From an optimization exercise on the open Yosys and OpenROAD flow, aimed at small area, a short achievable clock period and few clock cycles per item; shortcuts taken in it are not production practice. Only simulation tests tie the RTL to the original design; equivalence was not proved.

## P
// haraka_s_core
module haraka_s_core (clk, reset, in_valid, in_ready, in_first, in_block, out_valid, out_rate);
	input clk;
	input reset;
	input in_valid;
	output in_ready;
	input in_first;
	input [256-1:0] in_block;
	output out_valid;
	output [256-1:0] out_rate;
	logic [511:0] st;         
	logic [3:0] rnd;
	logic active;             
	logic ready_q;            
	logic self_q;             
	logic sell_q;             
	logic valid_q;
	logic [511:0] sr;
	wire [511:0] lin, fin, m, nxt, sb, dm;
	wire [3:0] dsel;
	wire acc = ready_q & in_valid;
	wire sel_fin = self_q & ~(ready_q & in_first);    
	always_comb
		for (int l = 0; l < 4; l++)
			for (int c = 0; c < 4; c++)
				for (int r = 0; r < 4; r++)
					sr[128*l + 8*(4*c + r) +: 8] = st[128*l + 8*(4*((c + r) % 4) + r) +: 8];
	genvar c;
	generate
		for (c = 0; c < 16; c++) begin : mc
			wire [31:0] mi, mo;
			assign mi = sr[32*c +: 32];
			assign lin[32*c +: 32] = mo;
			wire [7:0] t0, t1, t2, t3, u0, u1, u2, u3, x0, x1, x2, x3;
			g_xor gt0_0 (.a(mi[0]), .b(mi[8]), .y(t0[0]));
			g_xor gt0_1 (.a(mi[1]), .b(mi[9]), .y(t0[1]));
			g_xor gt0_2 (.a(mi[2]), .b(mi[10]), .y(t0[2]));
			g_xor gt0_3 (.a(mi[3]), .b(mi[11]), .y(t0[3]));
			g_xor gt0_4 (.a(mi[4]), .b(mi[12]), .y(t0[4]));
			g_xor gt0_5 (.a(mi[5]), .b(mi[13]), .y(t0[5]));
			g_xor gt0_6 (.a(mi[6]), .b(mi[14]), .y(t0[6]));
			g_xor gt0_7 (.a(mi[7]), .b(mi[15]), .y(t0[7]));
			g_xor gt1_0 (.a(mi[8]), .b(mi[16]), .y(t1[0]));
			g_xor gt1_1 (.a(mi[9]), .b(mi[17]), .y(t1[1]));
			g_xor gt1_2 (.a(mi[10]), .b(mi[18]), .y(t1[2]));
			g_xor gt1_3 (.a(mi[11]), .b(mi[19]), .y(t1[3]));
			g_xor gt1_4 (.a(mi[12]), .b(mi[20]), .y(t1[4]));
			g_xor gt1_5 (.a(mi[13]), .b(mi[21]), .y(t1[5]));
			g_xor gt1_6 (.a(mi[14]), .b(mi[22]), .y(t1[6]));
			g_xor gt1_7 (.a(mi[15]), .b(mi[23]), .y(t1[7]));
			g_xor gt2_0 (.a(mi[16]), .b(mi[24]), .y(t2[0]));
  ...
clock: 7.8 ns
lec_check: 0
cap_margin: 20
core_margin: 2
core_utilization: 50
setup_slack_margin: 0.5
slew_margin: 20
synth_hierarchical: 1
synth_minimum_keep_size: 0
standard.sh (not shown) runs the stock make flow with config.mk's settings and CLKGATE_MAP_FILE= SYNTH_SCRIPT=/design/flow/synth_recipe.tcl, a recipe that flattens the netlist after the stock synthesis.
==> flow/flow/run.sh <==
#!/bin/bash
set -euo pipefail
export BUFFER_PORTS_ARGS="-buffer_cell sky130_fd_sc_hd__buf_1"
sed 's/SETUP_SLACK_MARGIN=[0-9.]*/SETUP_SLACK_MARGIN=1.5/' standard.sh > standard_to_cts.sh
grep -q 'SETUP_SLACK_MARGIN=1.5' standard_to_cts.sh
bash standard_to_cts.sh cts > flow_to_cts.log 2>&1
bash standard.sh > flow_to_finish.log 2>&1
Testbench counts of P, summed over its fixed seeds: cycles 12,808, items 1,280.
Setup changes, P to Q
--- a/flow/design.v
+++ b/flow/design.v
@@ -26,24 +26,24 @@
 	input in_first;
 	input [256-1:0] in_block;
 	output out_valid;
 	output [256-1:0] out_rate;
 	logic [511:0] st;         
 	logic [3:0] rnd;
 	logic active;             
 	logic ready_q;            
+	logic take_q;             
 	logic self_q;             
 	logic sell_q;             
 	logic valid_q;
 	logic [511:0] sr;
 	wire [511:0] lin, fin, m, nxt, sb, dm;
 	wire [3:0] dsel;
-	wire acc = ready_q & in_valid;
-	wire sel_fin = self_q & ~(ready_q & in_first);    
+	wire acc = take_q & in_valid;
 	always_comb
 		for (int l = 0; l < 4; l++)
 			for (int c = 0; c < 4; c++)
 				for (int r = 0; r < 4; r++)
 					sr[128*l + 8*(4*c + r) +: 8] = st[128*l + 8*(4*((c + r) % 4) + r) +: 8];
 	genvar c;
 	generate
 		for (c = 0; c < 16; c++) begin : mc
@@ -175,17 +175,17 @@
 	endgenerate
 	function automatic [511:0] mix(input [511:0] x);
 		mix = {x[32*14 +: 32], x[32*6 +: 32],  x[32*10 +: 32], x[32*2 +: 32],
 		       x[32*5 +: 32],  x[32*13 +: 32], x[32*1 +: 32],  x[32*9 +: 32],
 		       x[32*4 +: 32],  x[32*12 +: 32], x[32*0 +: 32],  x[32*8 +: 32],
 		       x[32*15 +: 32], x[32*7 +: 32],  x[32*11 +: 32], x[32*3 +: 32]};
 	endfunction
 	assign fin = mix(lin);
-	assign m = (fin & {512{sel_fin}}) | (lin & {512{sell_q}});
+	assign m = (fin & {512{self_q}}) | (lin & {512{sell_q}});
 	assign nxt = {m[511:256], m[255:0] ^ (in_block & {256{ready_q}})};
 	assign dsel = ready_q ? 4'd0 : rnd + 4'd1;
 	assign dm =
 		({512{dsel == 4'd0}} & 512'h6cbd3a1056f88bd37f93e5573a8401e172bb3bdb34a340318d654cb9723a4f85b7b0e16eac9f6cf7b282fa483014f8150463ef0068803f41d1af2ea4817379b8) |
 		({512{dsel == 4'd1}} & 512'heee9fe6d8458f83ada31311a2cb0bc6fd31036feae715e20b7ad24e14a7d94e74e0c88c0c74719b422b1c5bead650113187e0487969f2ddbf97dab0015d3139f) |
 		({512{dsel == 4'd2}} & 512'h4f9371844723fa02cd66f286592885f8628046ff804fc3edcf09aa2ba67bba6451e49dbb223e5b8c0b215f7dbcd0afd3dd3ec3f1eb717f7eada5d6cbf8e6cb9c) |
 		({512{dsel == 4'd3}} & 512'h6e5d5070d57c8868fffbbbfbd090fb149078fd00435b506539581c270f6b71a9dd4b560aa7abbd9852042e8528b55175fb25906f4a8c70f29955adc000dfafaa) |
 		({512{dsel == 4'd4}} & 512'ha7c57bc70bb2564d1eec976b01b23acbedd32858a2d092caa17e2d5b9b159346d4e5c3f25e9ab2469261d5339757b2ad5e67bd4c50cd8732c83b9566f4c7f022) |
@@ -365,24 +365,26 @@
 			active_n = 1'b0;
 		ready_n = ~active_n | (rnd_n == 4'd9);
 	end
 	always_ff @(posedge clk or posedge reset) begin
 		if (reset) begin
 			rnd <= 4'd9;
 			active <= 1'b0;
 			ready_q <= 1'b1;
+			take_q <= 1'b0;
 			self_q <= 1'b1;
 			sell_q <= 1'b0;
 			valid_q <= 1'b0;
 		end else begin
 			rnd <= rnd_n;
 			active <= active_n;
 			ready_q <= ready_n;
-			self_q <= rnd_n[0];
+			take_q <= ready_n & in_valid & ~acc;
+			self_q <= rnd_n[0] & ~(ready_n & in_first);
 			sell_q <= ~rnd_n[0];
 			valid_q <= active_n & (rnd_n == 4'd9);
 		end
 	end
-	assign in_ready = ready_q;
+	assign in_ready = take_q;
 	assign out_valid = valid_q;
 	assign out_rate = fin[255:0];
 endmodule
### Flow results
- Taking P as 1.0, Q lands at 0.64 on number of non-clock inverters in the layout.
- Q ends up with a met2 layer usage reported by global route that is 0.44 points lower than in P.
- Taking Q over P, the count of plain and timing-repair buffers ratio works out to 0.855.
- Q against P: multiplexer area fraction after synthesis shows no meaningful change; sequential-to-total area share from yosys stat stayed essentially flat; cell area after synthesis went up 0.44%; total die area rose by 0.44%; clock tree cell share of total cell area has increased.
- Measured against each other, Q and P differ in growth of design area from synthesis to finish, the higher figure coming from P.
- When Q is set beside P, its post-route worst setup slack turns out to be 51 ps smaller.
- Met3 track demand over resource in global routing: Q < P
- Comparing Q and P, ratio of final minimum period to clock period is higher on Q.
Testbench counts of Q, summed over its fixed seeds: cycles 12,816, items 1,280.

========
Setup of main:
haraka_s_core, a different RTL version from the one above (not shown whole).
Size: roughly 520 flip-flops, about 520 I/O pins.
export LEC_CHECK = 0
export CAP_MARGIN = 20
export CORE_MARGIN = 2
export CORE_UTILIZATION = 50
export SETUP_SLACK_MARGIN = 0.3
export SLEW_MARGIN = 20
export SYNTH_HIERARCHICAL = 1
export SYNTH_MINIMUM_KEEP_SIZE = 0
create_clock -name core_clock -period 7.8 [get_ports {clk}]
run.sh (not shown) runs the stock make flow with config.mk's settings and CLKGATE_MAP_FILE= SYNTH_SCRIPT=/design/flow/synth_recipe.tcl, a recipe that flattens the netlist after the stock synthesis.
Stock flow here: none of the scripts above is used.
Testbench counts of main, summed over its fixed seeds: cycles 12,816, items 1,280.
> inputs changed (main -> the feature branch)
diff --git a/flow/design.v b/flow/design.v
--- a/flow/design.v
+++ b/flow/design.v
@@ -4,28 +4,28 @@
 	assign y = a ^ b;
 endmodule
 module g_xnor (a, b, y);
 	input a, b;
 	output y;
 	assign y = ~(a ^ b);
 endmodule
 module g_nand (a, b, y);
 	input a, b;
 	output y;
 	assign y = ~(a & b);
 endmodule
-module g_andn (a, b, y);
+module g_nor (a, b, y);
 	input a, b;
 	output y;
-	assign y = a & ~b;
+	assign y = ~(a | b);
 endmodule
 module haraka_s_core (clk, reset, in_valid, in_ready, in_first, in_block, out_valid, out_rate);
 	input clk;
 	input reset;
 	input in_valid;
 	output in_ready;
 	input in_first;
 	input [256-1:0] in_block;
 	output out_valid;
 	output [256-1:0] out_rate;
 	logic [511:0] st;         
 	logic [3:0] rnd;
@@ -247,45 +247,45 @@
 			g_xnor gM8 (.a(T26), .b(M6), .y(M8));
 			g_nand gM9 (.a(T20), .b(T17), .y(M9));
 			g_xor gM10 (.a(M9), .b(M6), .y(M10));
 			g_nand gM11 (.a(T1), .b(T15), .y(M11));
 			g_nand gM12 (.a(T4), .b(T27), .y(M12));
 			g_xor gM13 (.a(M12), .b(M11), .y(M13));
 			g_nand gM14 (.a(T2), .b(T10), .y(M14));
 			g_xor gM15 (.a(M14), .b(M11), .y(M15));
 			g_xnor gM16 (.a(M3), .b(M2), .y(M16));
 			g_xor gM17 (.a(M5), .b(T24), .y(M17));
 			g_xnor gM18 (.a(M8), .b(M7), .y(M18));
 			g_xor gM19 (.a(M10), .b(M15), .y(M19));
-			g_xor gM20 (.a(M16), .b(M13), .y(M20));
-			g_xor gM21 (.a(M17), .b(M15), .y(M21));
-			g_xor gM22 (.a(M18), .b(M13), .y(M22));
-			g_xor gM23 (.a(M19), .b(T25), .y(M23));
+			g_xnor gM20 (.a(M16), .b(M13), .y(M20));
+			g_xnor gM21 (.a(M17), .b(M15), .y(M21));
+			g_xnor gM22 (.a(M18), .b(M13), .y(M22));
+			g_xnor gM23 (.a(M19), .b(T25), .y(M23));
 			g_xor gM24 (.a(M22), .b(M23), .y(M24));
-			g_nand gM25 (.a(M22), .b(M20), .y(M25));
+			g_nor gM25 (.a(M22), .b(M20), .y(M25));
 			g_xnor gM26 (.a(M21), .b(M25), .y(M26));
 			g_xor gM27 (.a(M20), .b(M21), .y(M27));
 			g_xnor gM28 (.a(M23), .b(M25), .y(M28));
 			g_nand gM29 (.a(M28), .b(M27), .y(M29));
 			g_nand gM30 (.a(M26), .b(M24), .y(M30));
-			g_nand gM31 (.a(M20), .b(M23), .y(M31));
-			g_andn gM32 (.a(M27), .b(M31), .y(M32));
-			g_xnor gM33 (.a(M27), .b(M25), .y(M33));
-			g_nand gM34 (.a(M21), .b(M22), .y(M34));
-			g_andn gM35 (.a(M24), .b(M34), .y(M35));
-			g_xnor gM36 (.a(M24), .b(M25), .y(M36));
-			g_xnor gM37 (.a(M21), .b(M29), .y(M37));
-			g_xor gM38 (.a(M32), .b(M33), .y(M38));
-			g_xnor gM39 (.a(M23), .b(M30), .y(M39));
-			g_xor gM40 (.a(M35), .b(M36), .y(M40));
+			g_nor gM31 (.a(M20), .b(M23), .y(M31));
+			g_nand gM32 (.a(M27), .b(M31), .y(M32));
+			g_xor gM33 (.a(M27), .b(M25), .y(M33));
+			g_nor gM34 (.a(M21), .b(M22), .y(M34));
+			g_nand gM35 (.a(M24), .b(M34), .y(M35));
+			g_xor gM36 (.a(M24), .b(M25), .y(M36));
+			g_xor gM37 (.a(M21), .b(M29), .y(M37));
+			g_xnor gM38 (.a(M32), .b(M33), .y(M38));
+			g_xor gM39 (.a(M23), .b(M30), .y(M39));
+			g_xnor gM40 (.a(M35), .b(M36), .y(M40));
 			g_xor gM41 (.a(M38), .b(M40), .y(M41));
 			g_xor gM42 (.a(M37), .b(M39), .y(M42));
 			g_xor gM43 (.a(M37), .b(M38), .y(M43));
 			g_xor gM44 (.a(M39), .b(M40), .y(M44));
 			g_xor gM45 (.a(M42), .b(M41), .y(M45));
 			g_nand gM46 (.a(M44), .b(T6), .y(M46));
 			g_nand gM47 (.a(M40), .b(T8), .y(M47));
 			g_nand gM48 (.a(M39), .b(U7), .y(M48));
 			g_nand gM49 (.a(M43), .b(T16), .y(M49));
 			g_nand gM50 (.a(M38), .b(T9), .y(M50));
 			g_nand gM51 (.a(M37), .b(T17), .y(M51));
 			g_nand gM52 (.a(M42), .b(T15), .y(M52));
Findings:
The feature branch ends up with a total CTS buffers that is 2 lower than in main.
Vias: the feature branch more than main
Relative to main, the post-detailed-placement half-perimeter wirelength of the feature branch is higher by 1.1%.
The feature branch vs main: global-route usage up in the feature branch
The feature branch ends up with higher wire length of the first global-routing pass than main does.
Looking only at detailed-route wire length per cell, and setting everything else aside, the higher value of the feature branch and main goes to the feature branch.
Higher number of instances in the placed design was reported by main, not the feature branch.
Cmp the feature branch and main / first-iteration DRC count / higher: main
Testbench counts of the feature branch, summed over its fixed seeds: cycles 12,816, items 1,280.

==> afterwards: timing with drivers on the ports <==
The flow's constraints put no driver on any port. The routed layouts listed below were extracted and timed again, unchanged, in two steps.
Step 1: set_driving_cell puts a clkbuf_16 on clk and a buf_2 on each other input, an assumption about the parent block.
Step 2 times the ports against the registers' clock, not the clock port: input delays grow and output delays shrink by t, the midpoint of the rising clock arrivals with the driver on.
Slacks: no drivers / after step 1 / after step 2; pairs: no drivers / after step 1.
run	shift t [ns]	setup slack, ns	clock arrival spread, ns	slew at the worst register clock pin (ns)	worst slew at a driven data input, ns
P	0.809	1.112 / 1.112 / 0.414	0.037 / 0.036	0.07 / 0.07	0.17
Q	0.830	1.061 / 1.061 / 0.944	0.043 / 0.043	0.07 / 0.07	0.11
main	0.820	0.578 / 0.578 / 0.374	0.039 / 0.040	0.07 / 0.07	0.09
the feature branch	0.821	0.551 / 0.551 / 0.246	0.051 / 0.051	0.07 / 0.07	0.09
After both steps setup and hold are still met in every run listed. For P, which loses most, drivers alone change the setup slack by 0.000 ns; drivers and shift together by -0.698 ns.
